This design comes from an exercise in tuning for small area and a short achievable clock period on the open sky130 flow, not from production work. No run shown here included a check of the RTL's function; only the layout flow was run. Power is estimated from default activity; no workload was simulated.

## flow/design.v (module list and top-level ports; edited modules follow where they fit)
// module Decoder: 6 lines
// module DIV_UNIT: 34 lines
// module MUL_UNIT: 1479 lines
// module LOGIC_UNIT: 8 lines
// module SHIFT_UNIT: 9 lines
// module CMP_UNIT: 10 lines
// module ALU_TOP: 51 lines
module ALU_TOP (
input  wire [15:0] A ,
input  wire [15:0] B ,
input  wire [3:0]  ALU_FUNC ,
input  wire        CLK ,
output reg  [31:0] Arith_OUT ,
output reg         Carry_OUT ,
output reg         Arith_Flag ,
output reg  [15:0] Logic_OUT ,
output reg         Logic_Flag ,
output reg  [15:0] Shift_OUT ,
output reg         Shift_Flag ,
output reg  [2:0]  CMP_OUT ,
output reg         CMP_Flag
);
  // ...
==> flow/run.sh <==
#!/bin/bash
# synth_recipe.tcl (not shown) runs the flow's synth.tcl, then flattens the netlist and writes it again
# the make line also repeats each setting of config.mk as NAME=value (left out here)
make -C /OpenROAD-flow-scripts/flow DESIGN_CONFIG=/design/flow/config.mk WORK_HOME=/design/flow/orfs CLKGATE_MAP_FILE= SYNTH_SCRIPT=/design/flow/synth_recipe.tcl finish
==> flow/config.mk <==
export PLATFORM = sky130hd
export DESIGN_NAME = ALU_TOP
export DESIGN_NICKNAME = ALU_TOP
export VERILOG_FILES = /design/flow/design.v
export SDC_FILE = /design/flow/constraint.sdc
export NUM_CORES = 4
export LEC_CHECK = 0
export CAP_MARGIN = 20
export CORE_MARGIN = 2
export CORE_UTILIZATION = 40
export SLEW_MARGIN = 20
==> flow/constraint.sdc <==
create_clock -name core_clock -period 105.0 [get_ports {CLK}]
set_input_delay 21.0000 -clock core_clock [delete_from_list [all_inputs] [get_ports {CLK}]]
set_output_delay 21.0000 -clock core_clock [all_outputs]
set_load 0.01 [all_outputs]
==> summary.md, run 1 <==
| Metric | Value |
|---|---|
| Net Sw Power | `202 uW` |
| Drt wl/cell | `24.2 microns` |
| Routability Congestion | `0.967` |
| Fraction of met2 tracks used by global routing | `47.7%` |
| First-pass GRT wire length | `125000 microns` |
| Clock power share | `8.3%` |
| Critical Path Stages | `66` |
| HPWL after detailed placement | `62400 microns` |
| Inverters | `336` |
| Synthesized area per cell | `8.18 sq um` |
| Most common cell after layout, fill and taps aside | `inv_1` |
| Count leader, synth | `inv_1` |
| Most common cell on crit path | `o21ai_0` |
| Share of cells above drive strength 1 | `4.99%` |
| Critical Path Max Stage Delay | `1.01 ns` |
| Vias per std cell | `5.96` |
| Outcome | `finished clean` |
| Setup TNS | `0 ns` |
| Min cycle time layout | `41.99 ns` |
| Top cell type by total area after synthesis | `fa_1` |
| Comb. pwr | `319 uW` |
| Ranking of synthesized cells by area | `fa_1 (23%), ha_1 (18%), dfxtp_1 (6.6%)` |
| Sw Ratio | `52.9%` |
| Non-clock buffer count | `164` |
| CTS root buffer | `clkbuf_16` |
| Max reg flops | `32` |
| Initial DRC Count | `1713` |
| Post-synthesis mux area share | `3.34%` |
| PnR worst setup slack | `63.01 ns` |
==> inputs of run 2 (changes only) <==
--- a/flow/config.mk
+++ b/flow/config.mk
@@ -5,6 +5,7 @@
 export SDC_FILE = /design/flow/constraint.sdc
 export NUM_CORES = 4
 export LEC_CHECK = 0
+export ABC_AREA = 1
 export CAP_MARGIN = 20
 export CORE_MARGIN = 2
 export CORE_UTILIZATION = 40
==> run 2 against run 1 <==
Compared with the run above:
- cell area shrank 1.1%
- largest power group unchanged
- critical path depth grew 28
- setup slack gained 3.7 ns
- synthesized cell count grew 14%
==> summary.md, run 2 <==
| Metric | Value |
|---|---|
| Final period util | `36.5%` |
| Slowest cell on the critical path | `inv_1` |
| Commonest non-fill, non-tap cells in the layout | `inv_1 (682), nand2_1 (672), ha_1 (313)` |
| DR DRC count | `0` |
| Outcome | `finished clean` |
| Initial DRC Count | `1922 (+12%)` |
| Drt wl/cell | `20.4 microns (-16%)` |
| Worst-Margin Slew | `0.996 ns` |
| Clk sinks | `71` |
| Endpoints failing setup | `0` |
| Routability Congestion | `1.00 (+3.7%)` |
| CTS root buffer | `clkbuf_16` |
| Crit-path leading delay family | `compound AO/OA/AOI/OAI gates` |
| Post-synthesis mux area share | `0% (-3.3 points)` |
| Post-synth EDFFs | `0` |
| Yosys cell types | `55` |
| TritonCTS clock tree | `built` |
| Worst slew margin | `33.4%` |
| Sequential share of power | `8.6%` |
| Post-detailed-routing wire length | `76700 microns` |
| Share of cells above drive strength 1 | `4.48% (-0.51 points)` |
| Core ar. | `52400 sq um` |
| Syn nets | `3586` |
| Area share of the largest cell type after synthesis | `23.3%` |
| ANT cells | `0` |
| Most common cell after layout, fill and taps aside | `inv_1` |
| Critical Path Max Stage Delay | `0.66 ns (-0.35 ns)` |
| Seq/Total Area, Yosys | `6.72%` |
| Primary FF master, synth | `dfxtp_1` |
| CP Data Arrival Time | `38.62 ns` |
| Top reg by flops | `Arith_OUT` |
| Setup TNS | `0 ns (unchanged)` |
| Vias | `20200` |
| Gr ovfl total | `0` |
| Depth of the CTS H-tree | `3` |
| Ranking of synthesized cells by area | `fa_1 (23%), ha_1 (19%), inv_1 (12%)` |
| CTS hold repair buffers | `0` |
| RSZ-0062 raised after global routing | `no` |
| FF+latch area | `1420 sq um` |
| Layout area overhead | `10.8%` |
| Initial antenna violation count | `1` |
| HP Class | `primary input to flip-flop` |
| Max IR drop VDD | `19.0 uV` |
| Max reg flops | `32 (unchanged)` |
| 1st-pass router iterations | `8` |
| Worst-path clk slew | `0.08 ns` |
| Most common cell on crit path | `nand2_1` |
| Area used by multi-input combinational logic | `16800 sq um` |
| Leakage | `0.0127 uW` |
| Main combinational cell family by area after synthesis | `adder cells` |
| Simple-Gate Fraction of Synth Area | `18.8%` |
| Post-placement cell count | `3753` |
| Crit Path Max Fanout | `20` |
| WP data required | `105.30 ns` |
| Die Y-Extent | `234 microns` |
| Internal | `172 uW` |
| I/O pins | `109` |
| Largest net degree at the start of global routing | `60` |
| Non-Filler Instances | `3769` |
| P per Cell Area | `16.0 nW/um^2` |
| Synthesized area per cell | `7.07 sq um (-14%)` |
| Count leader, synth | `inv_1` |
| First-pass GRT wire length | `117000 microns (-6.0%)` |
| Top flop regs | `Arith_OUT x32, Logic_OUT x16, Shift_OUT x16` |
| Net Sw Power | `203 uW (+0.25%)` |
| Port Buffer Count | `107` |
| Top cell type by total area after synthesis | `fa_1` |
| # rows | `84` |
| Fmax | `26.1 MHz` |
| Max clock buf depth | `2` |
| Max Slew Vio Count | `0` |
| Vias per std cell | `5.35 (-10%)` |
| # resized after CTS | `0` |
| Startpoint types | `primary input` |
| Min cycle time layout | `38.32 ns (-3.67 ns)` |
| Synth Area in Compound Gates | `14.3%` |
| Syn Std Cell Area | `21100 sq um` |
| Die width | `234 microns` |
| Post-synth top cells | `inv_1 (682), nand2_1 (672), ha_1 (313)` |
| Max cap viols | `0` |
| Gate Count Post-Synth | `2990` |
| Total Nets Final | `3672` |
| Sw Ratio | `54.1% (+1.2 points)` |
| Hold_ws | `21.25 ns` |
| Post-synthesis adder-cell area fraction | `41.8%` |
| GR Util All Layers | `28.4%` |
| Fill cells | `5309` |
| Yosys warning total | `2` |
| Combinational group share of total power | `82.2%` |
| FF+latch count, synth | `71` |
| Worst Path Buf+Inv | `11` |
| Setup Fix Bufs, Post-CTS | `0` |
| Crit end category | `flip-flop` |
| Async S/R FF share, synth | `0%` |
| Die ar. | `54700 sq um` |
| Via count of the first global-routing pass | `20200` |
| Clock power share | `9.3% (+1.0 points)` |
| HPWL after detailed placement | `59100 microns (-5.2%)` |
| Final hold violations | `0` |
| Initial Util | `40.3%` |
| CTS Buf Count | `9` |
| Final ANT Viol Nets | `0` |
| Post-Synth XOR/XNOR Area | `4.56%` |
| Crit path kind | `primary input to flip-flop` |
-- run 2: cell types whose count changed after synthesis, sizes merged, moves of 45 or more --
| cell | change |
|---|---|
| a21oi | +67 |
| nor2 | -225 |
| nor2b | -55 |
| nand3 | +60 |
| inv | +358 |
| o21a | -45 |
| xnor2 | -55 |
| nand2 | +522 |
-- run 2: routing by layer --
metal	routed length, microns	global-route usage, %	vias to the layer above
li1	-	-	9510
met1	33600	38.6	9646
met2	34300	46.1	853
met3	5770	4.13	165
met4	3050	9.81	0
met5	0	0	-
-- run 2: cells by family after synthesis --
kind of cell / count (synthesis)
AO/OA/AOI/OAI: 519
flip-flops: 71
AND/OR/NAND/NOR: 957
adder cells (fa/ha/maj): 559
other: 1
XOR/XNOR: 110
buffers and inverters: 773
-- run 2: path summary, 6_finish.rpt --
path,end,depth (start not counted),startpoint
setup / recovery,Arith_OUT[0]$_SDFF_PN0_,94,B[11]
hold / removal,Logic_OUT[4]$_SDFF_PN0_,3,ALU_FUNC[1]
-- run 2: through the flow --
stage                     worst slack (ns)  utilization, %  area (sq um)  power, uW
after floorplan                      70.74               -         21100        244
after global placement               66.86            44.1         23100        337
after detailed placement             66.70            44.1         23100        339
after CTS                            67.05            44.7         23400        377
after global routing                 65.31            44.7         23400        420
final                                66.68            44.7         23400        375
-- run 2: cell type report --
type	instances	share of cell area (%)
clock buffers	9	0.961
repair buffers	158	6.16
multi-input cells	2146	71.7
clock inverters	7	0.363
inverters	690	11.1
flip-flops and latches	71	6.07
well taps	688	3.67
-- run 2: power by group through the flow --
stage	Sequential [uW]	Combinational, uW	Clock [uW]
after global routing	32.4	351	36.4
after detailed placement	32.7	307	0
after CTS	32.1	310	35.2
after floorplan	34.2	209	0
final	32.1	308	34.7
after global placement	32.7	304	0
-- run 2: tightest hold or removal path, cell delays in order --
cell and delay [ns]:
buf_2 0.10, buf_4 0.28, a21oi_1 0.18
==> inputs of run 3 (changes only) <==
--- a/flow/config.mk
+++ b/flow/config.mk
@@ -5,7 +5,7 @@
 export SDC_FILE = /design/flow/constraint.sdc
 export NUM_CORES = 4
 export LEC_CHECK = 0
-export ABC_AREA = 1
+export ABC_CLOCK_PERIOD_IN_PS = 12000
 export CAP_MARGIN = 20
 export CORE_MARGIN = 2
 export CORE_UTILIZATION = 40
==> run 3 against run 2 <==
Compared with the run above:
- still clean
- critical path depth decreased by 28
- non-clock buffer count increased by 6
- wire length increased by 7.3%
- area after synthesis increased by 1.2%
- utilization increased by 0.21 points
- total power increased by 2.1%
- synthesized cell count decreased by 13%
- cell count decreased by 9.9%
- via count increased by 0.37%
- worst hold slack got worse by 0.054 ns
==> summary.md, run 3 <==
| Metric | Value |
|---|---|
| ANT cells | `0 (unchanged)` |
| Async S/R FF share, synth | `0% (unchanged)` |
| Max clock buf depth | `2 (unchanged)` |
| Post-synth top cells | `inv_1 (332), nor2_1 (316), ha_1 (313)` |
| Ranking of synthesized cells by area | `fa_1 (23%), ha_1 (18%), dfxtp_1 (6.6%)` |
| Min cycle time layout | `41.99 ns (+3.67 ns)` |
| Crit path kind | `primary input to flip-flop` |
| HP Class | `primary input to flip-flop` |
| Post-synth EDFFs | `0 (unchanged)` |
| Yosys warning total | `2 (unchanged)` |
| Die Y-Extent | `235 microns (+0.58%)` |
| P per Cell Area | `16.1 nW/um^2 (+0.98%)` |
| RSZ-0062 raised after global routing | `no` |
| Top flop regs | `Arith_OUT x32, Logic_OUT x16, Shift_OUT x16` |
| Final hold violations | `0 (unchanged)` |
| Crit Path Max Fanout | `18 (-10%)` |
| Post-detailed-routing wire length | `82300 microns (+7.3%)` |
| Vias | `20200 (+0.37%)` |
| First-pass GRT wire length | `125000 microns (+6.4%)` |
| FF+latch count, synth | `71 (unchanged)` |
| CTS root buffer | `clkbuf_16` |
| Leakage | `0.0107 uW (-16%)` |
| # resized after CTS | `0 (unchanged)` |
| Count leader, synth | `inv_1` |
| PnR worst setup slack | `63.01 ns (-3.67 ns)` |
| Core ar. | `52800 sq um (+0.60%)` |
| Max cap viols | `0 (unchanged)` |
| Port Buffer Count | `107 (unchanged)` |
| Worst Path Buf+Inv | `5 (-6)` |
| Syn nets | `3212 (-10%)` |
| Setup Fix Bufs, Post-CTS | `0 (unchanged)` |
| Final ANT Viol Nets | `0 (unchanged)` |
| Total Nets Final | `3299 (-10%)` |
| Die ar. | `55400 sq um (+1.2%)` |
| DP Worst Slack | `62.95 ns (-3.75 ns)` |
| Most common cell on crit path | `o21ai_0` |
| Worst-path clk slew | `0.09 ns (about the same)` |
| Most common cell after layout, fill and taps aside | `inv_1` |
| Vias per std cell | `5.96 (+11%)` |
| Area share of the largest cell type after synthesis | `23.0% (-0.27 points)` |
| Largest net degree at the start of global routing | `53 (-12%)` |
| Initial antenna violation count | `6 (+5)` |
| Slowest cell on the critical path | `clkdlybuf4s50_1` |
| Worst slew margin | `28.1% (-5.3 points)` |
| Fmax | `23.8 MHz (-8.8%)` |
| Clk sinks | `71 (unchanged)` |
| Share of cells above drive strength 1 | `4.99% (+0.51 points)` |
| Startpoint types | `primary input` |
| Initial Util | `40.6% (+0.24 points)` |
| CTS hold repair buffers | `0 (unchanged)` |
| Syn Std Cell Area | `21400 sq um (+1.2%)` |
| Crit end category | `flip-flop` |
| Die width | `235 microns (+0.58%)` |
| Gr ovfl total | `0 (unchanged)` |
| Critical Path Max Stage Delay | `1.01 ns (+0.35 ns)` |
| Max IR drop VDD | `10.8 uV (-43%)` |
| Max Slew Vio Count | `0 (unchanged)` |
| Setup TNS | `0 ns (unchanged)` |
| TritonCTS clock tree | `built` |
| Via count of the first global-routing pass | `20400 (+1.4%)` |
| 1st-pass router iterations | `6 (-2)` |
| Initial DRC Count | `1713 (-11%)` |
| GR Util All Layers | `29.6% (+1.2 points)` |
| Worst-Margin Slew | `1.08 ns (+0.0796 ns)` |
| Outcome | `finished clean` |
| Gate Count Post-Synth | `2616 (-13%)` |
| Routability Congestion | `0.967 (-3.6%)` |
| Commonest non-fill, non-tap cells in the layout | `inv_1 (332), nor2_1 (316), ha_1 (313)` |
| HPWL after detailed placement | `62400 microns (+5.5%)` |
| Top reg by flops | `Arith_OUT` |
| Finished Core Util | `44.9% (+0.21 points)` |
| Final period util | `40.0% (+3.5 points)` |
| Synthesized area per cell | `8.18 sq um (+16%)` |
| Seq/Total Area, Yosys | `6.64% (-0.079 points)` |
| Primary FF master, synth | `dfxtp_1` |
| Yosys cell types | `96 (+75%)` |
| Max reg flops | `32 (unchanged)` |
| DR DRC count | `0 (unchanged)` |
| CP Data Arrival Time | `42.31 ns (+3.69 ns)` |
| Layout area overhead | `10.7%` |
| WP data required | `105.32 ns (+0.02 ns)` |
| Top cell type by total area after synthesis | `fa_1` |
| # rows | `84 (unchanged)` |
| Depth of the CTS H-tree | `3 (unchanged)` |
| CTS Buf Count | `9 (unchanged)` |
| Crit-path leading delay family | `compound AO/OA/AOI/OAI gates` |
| Endpoints failing setup | `0 (unchanged)` |
| I/O pins | `109 (unchanged)` |
| Drt wl/cell | `24.2 microns (+19%)` |
run 3: worst min-delay path, delay by kind of cell:
family	cells	cell delay, ns
simple gates	1	0.04
buf+inv	1	0.26
xor+xnor	1	0.22
run 3: cell families (layout without fill, tap and decap cells):
family                   Yosys count  count (layout)  synth area share [%]
buffers and inverters            424             516                  7.58
adder cells (fa/ha/maj)          559             559                  41.3
AO/OA/AOI/OAI                    596             596                  18.6
other                              1               1                0.0175
flip-flops                        71              71                  6.64
AND/OR/NAND/NOR                  770             770                  16.7
multiplexers                      53              53                  3.34
XOR/XNOR                         142             142                  5.81
run 3: path summary, 6_finish.rpt:
kind | from | end | cells after the start
max | B[12] | Arith_OUT[0]$_SDFF_PN0_ | 66
min | ALU_FUNC[1] | Logic_OUT[9]$_SDFF_PN0_ | 3
run 3: power by group:
part	switching [uW]	leakage, uW	internal [uW]
sequential	1.14	0.000582	30.6
combinational	186	0.00999	133
clock	15.4	0.000131	16.5
run 3: per-stage QoR:
step	cells	total power, uW	hold slack [ns]	cell area (sq um)
CTS	3396	379	21.19	23700
floorplan	2616	251	21.11	21400
global route	3396	425	21.23	23700
finish	3396	382	21.20	23700
global placement	3380	345	21.59	23400
detailed placement	3380	345	21.58	23400
run 3: area by class of cell:
type | instances | area (sq um)
sequential | 71 | 1420
clock buffer | 9 | 225
clock inverter | 7 | 60.1
tap | 688 | 861
fill | 5162 | 29100
timing repair buffer | 164 | 1480
inverter | 336 | 1260
multi-input combinational | 2121 | 18400
run 3: metal layers:
| layer | up-vias | track usage (%) | share of wire [%] |
|---|---|---|---|
| li1 | 9095 | - | - |
| met2 | 1025 | 47.7 | 44 |
| met4 | 6 | 13.1 | 5.1 |
| met1 | 9891 | 38.9 | 41 |
| met3 | 232 | 5.04 | 9.2 |
| met5 | - | 0 | 0.039 |
==> inputs of run 4 (changes only) <==
--- a/flow/config.mk
+++ b/flow/config.mk
@@ -5,7 +5,7 @@
 export SDC_FILE = /design/flow/constraint.sdc
 export NUM_CORES = 4
 export LEC_CHECK = 0
-export ABC_CLOCK_PERIOD_IN_PS = 12000
+export ABC_CLOCK_PERIOD_IN_PS = 18000
 export CAP_MARGIN = 20
 export CORE_MARGIN = 2
 export CORE_UTILIZATION = 40
==> run 4 against run 3 <==
Compared with the run above:
- die area unchanged
- non-clock buffer count is the same
- sequential share of layout area unchanged
- critical path depth did not move
- critical endpoint unchanged
==> summary.md, run 4 <==
| Metric | Value |
|---|---|
| Layout area overhead | `10.7% (unchanged)` |
| First-pass GRT wire length | `125000 microns (unchanged)` |
| Post-Synth XOR/XNOR Area | `5.81% (unchanged)` |
| Crit end category | `flip-flop` |
| Post-placement cell count | `3380 (unchanged)` |
| Gr ovfl total | `0 (unchanged)` |
| Gate Count Post-Synth | `2616 (unchanged)` |
| Top cell type by total area after synthesis | `fa_1` |
| GR Util All Layers | `29.6% (unchanged)` |
| DR DRC count | `0 (unchanged)` |
| Yosys cell types | `96 (unchanged)` |
| Count leader, synth | `inv_1` |
| Yosys warning total | `2 (unchanged)` |
| Setup Fix Bufs, Post-CTS | `0 (unchanged)` |
| FF+latch count, synth | `71 (unchanged)` |
| I/O pins | `109 (unchanged)` |
| P per Cell Area | `16.1 nW/um^2 (unchanged)` |
| Post-synth top cells | `inv_1 (332), nor2_1 (316), ha_1 (313)` |
| Crit Path Max Fanout | `18 (unchanged)` |
| Crit path kind | `primary input to flip-flop` |
| Setup TNS | `0 ns (unchanged)` |
| Async S/R FF share, synth | `0% (unchanged)` |
| Max IR drop VDD | `10.8 uV (unchanged)` |
| Most common cell on crit path | `o21ai_0` |
| Vias per std cell | `5.96 (unchanged)` |
| Top reg by flops | `Arith_OUT` |
| Commonest non-fill, non-tap cells in the layout | `inv_1 (332), nor2_1 (316), ha_1 (313)` |
| Worst slew margin | `28.1% (unchanged)` |
| Initial DRC Count | `1713 (unchanged)` |
| Post-synth EDFFs | `0 (unchanged)` |
| Main combinational cell family by area after synthesis | `adder cells` |
| Area share of the largest cell type after synthesis | `23.0% (unchanged)` |
| Slowest cell on the critical path | `clkdlybuf4s50_1` |
| Most common cell after layout, fill and taps aside | `inv_1` |
| Initial antenna violation count | `6 (unchanged)` |
| Drt wl/cell | `24.2 microns (unchanged)` |
| Port Buffer Count | `107 (unchanged)` |
| HP Class | `primary input to flip-flop` |
| # rows | `84 (unchanged)` |
| Worst-path clk slew | `0.09 ns (about the same)` |
| Die Y-Extent | `235 microns (unchanged)` |
| TritonCTS clock tree | `built` |
| Final hold violations | `0 (unchanged)` |
| Max Slew Vio Count | `0 (unchanged)` |
| Vias | `20200 (unchanged)` |
| Max reg flops | `32 (unchanged)` |
| Outcome | `finished clean` |
| Die ar. | `55400 sq um (unchanged)` |
| Syn nets | `3212 (unchanged)` |
| Routability Congestion | `0.967 (unchanged)` |
| Ranking of synthesized cells by area | `fa_1 (23%), ha_1 (18%), dfxtp_1 (6.6%)` |
| Largest net degree at the start of global routing | `53 (unchanged)` |
| Total Nets Final | `3299 (unchanged)` |
| Leakage | `0.0107 uW (unchanged)` |
| CTS hold repair buffers | `0 (unchanged)` |
| Post-synthesis mux area share | `3.34% (unchanged)` |
| Max cap viols | `0 (unchanged)` |
| CTS root buffer | `clkbuf_16` |
| RSZ-0062 raised after global routing | `no` |
| Depth of the CTS H-tree | `3 (unchanged)` |
| 1st-pass router iterations | `6 (unchanged)` |
| Placed cell areas | `23400 sq um (unchanged)` |
| Primary FF master, synth | `dfxtp_1` |
| Initial Util | `40.6% (unchanged)` |
| Synth Area in Compound Gates | `18.6% (unchanged)` |
| Simple-Gate Fraction of Synth Area | `16.7% (unchanged)` |
| Seq/Total Area, Yosys | `6.64% (unchanged)` |
| Final ANT Viol Nets | `0 (unchanged)` |
| Synthesized area per cell | `8.18 sq um (unchanged)` |
| Min cycle time layout | `41.99 ns (unchanged)` |
| WP data required | `105.32 ns (about the same)` |
| Design Area, Final | `23700 sq um (unchanged)` |
| # resized after CTS | `0 (unchanged)` |
| Fmax | `23.8 MHz (unchanged)` |
| Share of cells above drive strength 1 | `4.99% (unchanged)` |
| Final period util | `40.0% (unchanged)` |
| Post-detailed-routing wire length | `82300 microns (unchanged)` |
| Via count of the first global-routing pass | `20400 (unchanged)` |
| Startpoint types | `primary input` |
| Endpoints failing setup | `0 (unchanged)` |
| Critical Path Max Stage Delay | `1.01 ns (about the same)` |
| CP Data Arrival Time | `42.31 ns (about the same)` |
| Die width | `235 microns (unchanged)` |
| Core ar. | `52800 sq um (unchanged)` |
| CTS Buf Count | `9 (unchanged)` |
| Clk sinks | `71 (unchanged)` |
| Max clock buf depth | `2 (unchanged)` |
| HPWL after detailed placement | `62400 microns (unchanged)` |
| Top flop regs | `Arith_OUT x32, Logic_OUT x16, Shift_OUT x16` |
| Worst-Margin Slew | `1.08 ns (unchanged)` |
| Non-Filler Instances | `3396 (unchanged)` |
| ANT cells | `0 (unchanged)` |
| Post-synthesis adder-cell area fraction | `41.3% (unchanged)` |
| Syn Std Cell Area | `21400 sq um (unchanged)` |
[run 4: cell counts in the layout (fill, tap and decap cells not counted)]
No cell type changed its count.
[run 4: per-stage QoR]
| step | total power [uW] | hold slack (ns) | util [%] | worst slack (ns) |
|---|---|---|---|---|
| after floorplan | 251 | 21.11 | - | 68.42 |
| after global routing | 425 | 21.23 | 44.9 | 61.53 |
| after detailed placement | 345 | 21.58 | 44.4 | 62.95 |
| final | 382 | 21.20 | 44.9 | 63.01 |
| after global placement | 345 | 21.59 | 44.3 | 63.64 |
| after CTS | 379 | 21.19 | 44.9 | 63.35 |
[run 4: cell families after synthesis]
kind of cell / count (synthesis)
multiplexers: 53
XOR/XNOR: 142
other: 1
AO/OA/AOI/OAI: 596
AND/OR/NAND/NOR: 770
adder cells (fa/ha/maj): 559
buffers and inverters: 424
flip-flops: 71
[run 4: layout make-up]
type	count	area (sq um)
inverters	336	1260
clock inverters	7	60.1
multi-input cells	2121	18400
clock buffers	9	225
fillers	5162	29100
repair buffers	164	1480
well taps	688	861
flip-flops and latches	71	1420
[run 4: worst max-delay path: cells and delay by family]
| family | cells | cell delay, ns |
|---|---|---|
| multiplexers | 4 | 1.75 |
| adder cells (fa/ha/maj) | 8 | 3.04 |
| buffers and inverters | 5 | 2.16 |
| AND/OR/NAND/NOR | 12 | 2.95 |
| AO/OA/AOI/OAI | 37 | 11.33 |
[run 4: per-layer routing]
| metal | GRT usage, % | wire length (microns) | vias up |
|---|---|---|---|
| li1 | - | - | 9095 |
| met1 | 38.9 | 34100 | 9891 |
| met2 | 47.7 | 36400 | 1025 |
| met3 | 5.04 | 7540 | 232 |
| met4 | 13.1 | 4190 | 6 |
| met5 | 0 | 32 | - |
[run 4: path summary, 6_finish.rpt]
path | startpoint | to | depth (start not counted)
worst max-delay path | B[12] | Arith_OUT[0]$_SDFF_PN0_ | 66
worst min-delay path | ALU_FUNC[1] | Logic_OUT[9]$_SDFF_PN0_ | 3
[run 4: power breakdown]
group          total, uW  leakage [uW]  internal [uW]  switching (uW)
registers           31.8      0.000582           30.6            1.14
logic                319       0.00999            133             186
clock network       31.9      0.000131           16.5            15.4
total                382        0.0107            180             202

separate check: timing with driven ports:
In the flow no input, the clock included, has a driving cell. The finished layouts below were timed again as built, in two steps.
Step 1 assumes that a clkbuf_16 drives the clock port and a buf_2 every other input.
Step 2 also shifts input and output timing later by t, the mid clock arrival at the registers, as if the neighbouring blocks saw the same clock.
Three values: no drivers, after step 1, after step 2; two values: the first two.
run | shift t [ns] | setup slack, ns | worst hold slack (ns) | latest minus earliest clock arrival (ns) | pins driven straight from the clock port
run 1 | 0.404 | 63.009 / 63.027 / 62.623 | 21.197 / 21.179 / 21.583 | 0.031 / 0.030 | 1
run 2 | 0.414 | 66.684 / 66.698 / 66.284 | 21.251 / 21.230 / 21.644 | 0.017 / 0.017 | 1
run 3 | 0.404 | 63.009 / 63.027 / 62.623 | 21.197 / 21.179 / 21.583 | 0.031 / 0.030 | 1
run 4 | 0.404 | 63.009 / 63.027 / 62.623 | 21.197 / 21.179 / 21.583 | 0.031 / 0.030 | 1
After both steps every run listed still meets setup and hold. The setup slack of run 2, which loses most, moves by +0.014 ns with the drivers and by -0.400 ns with both steps.
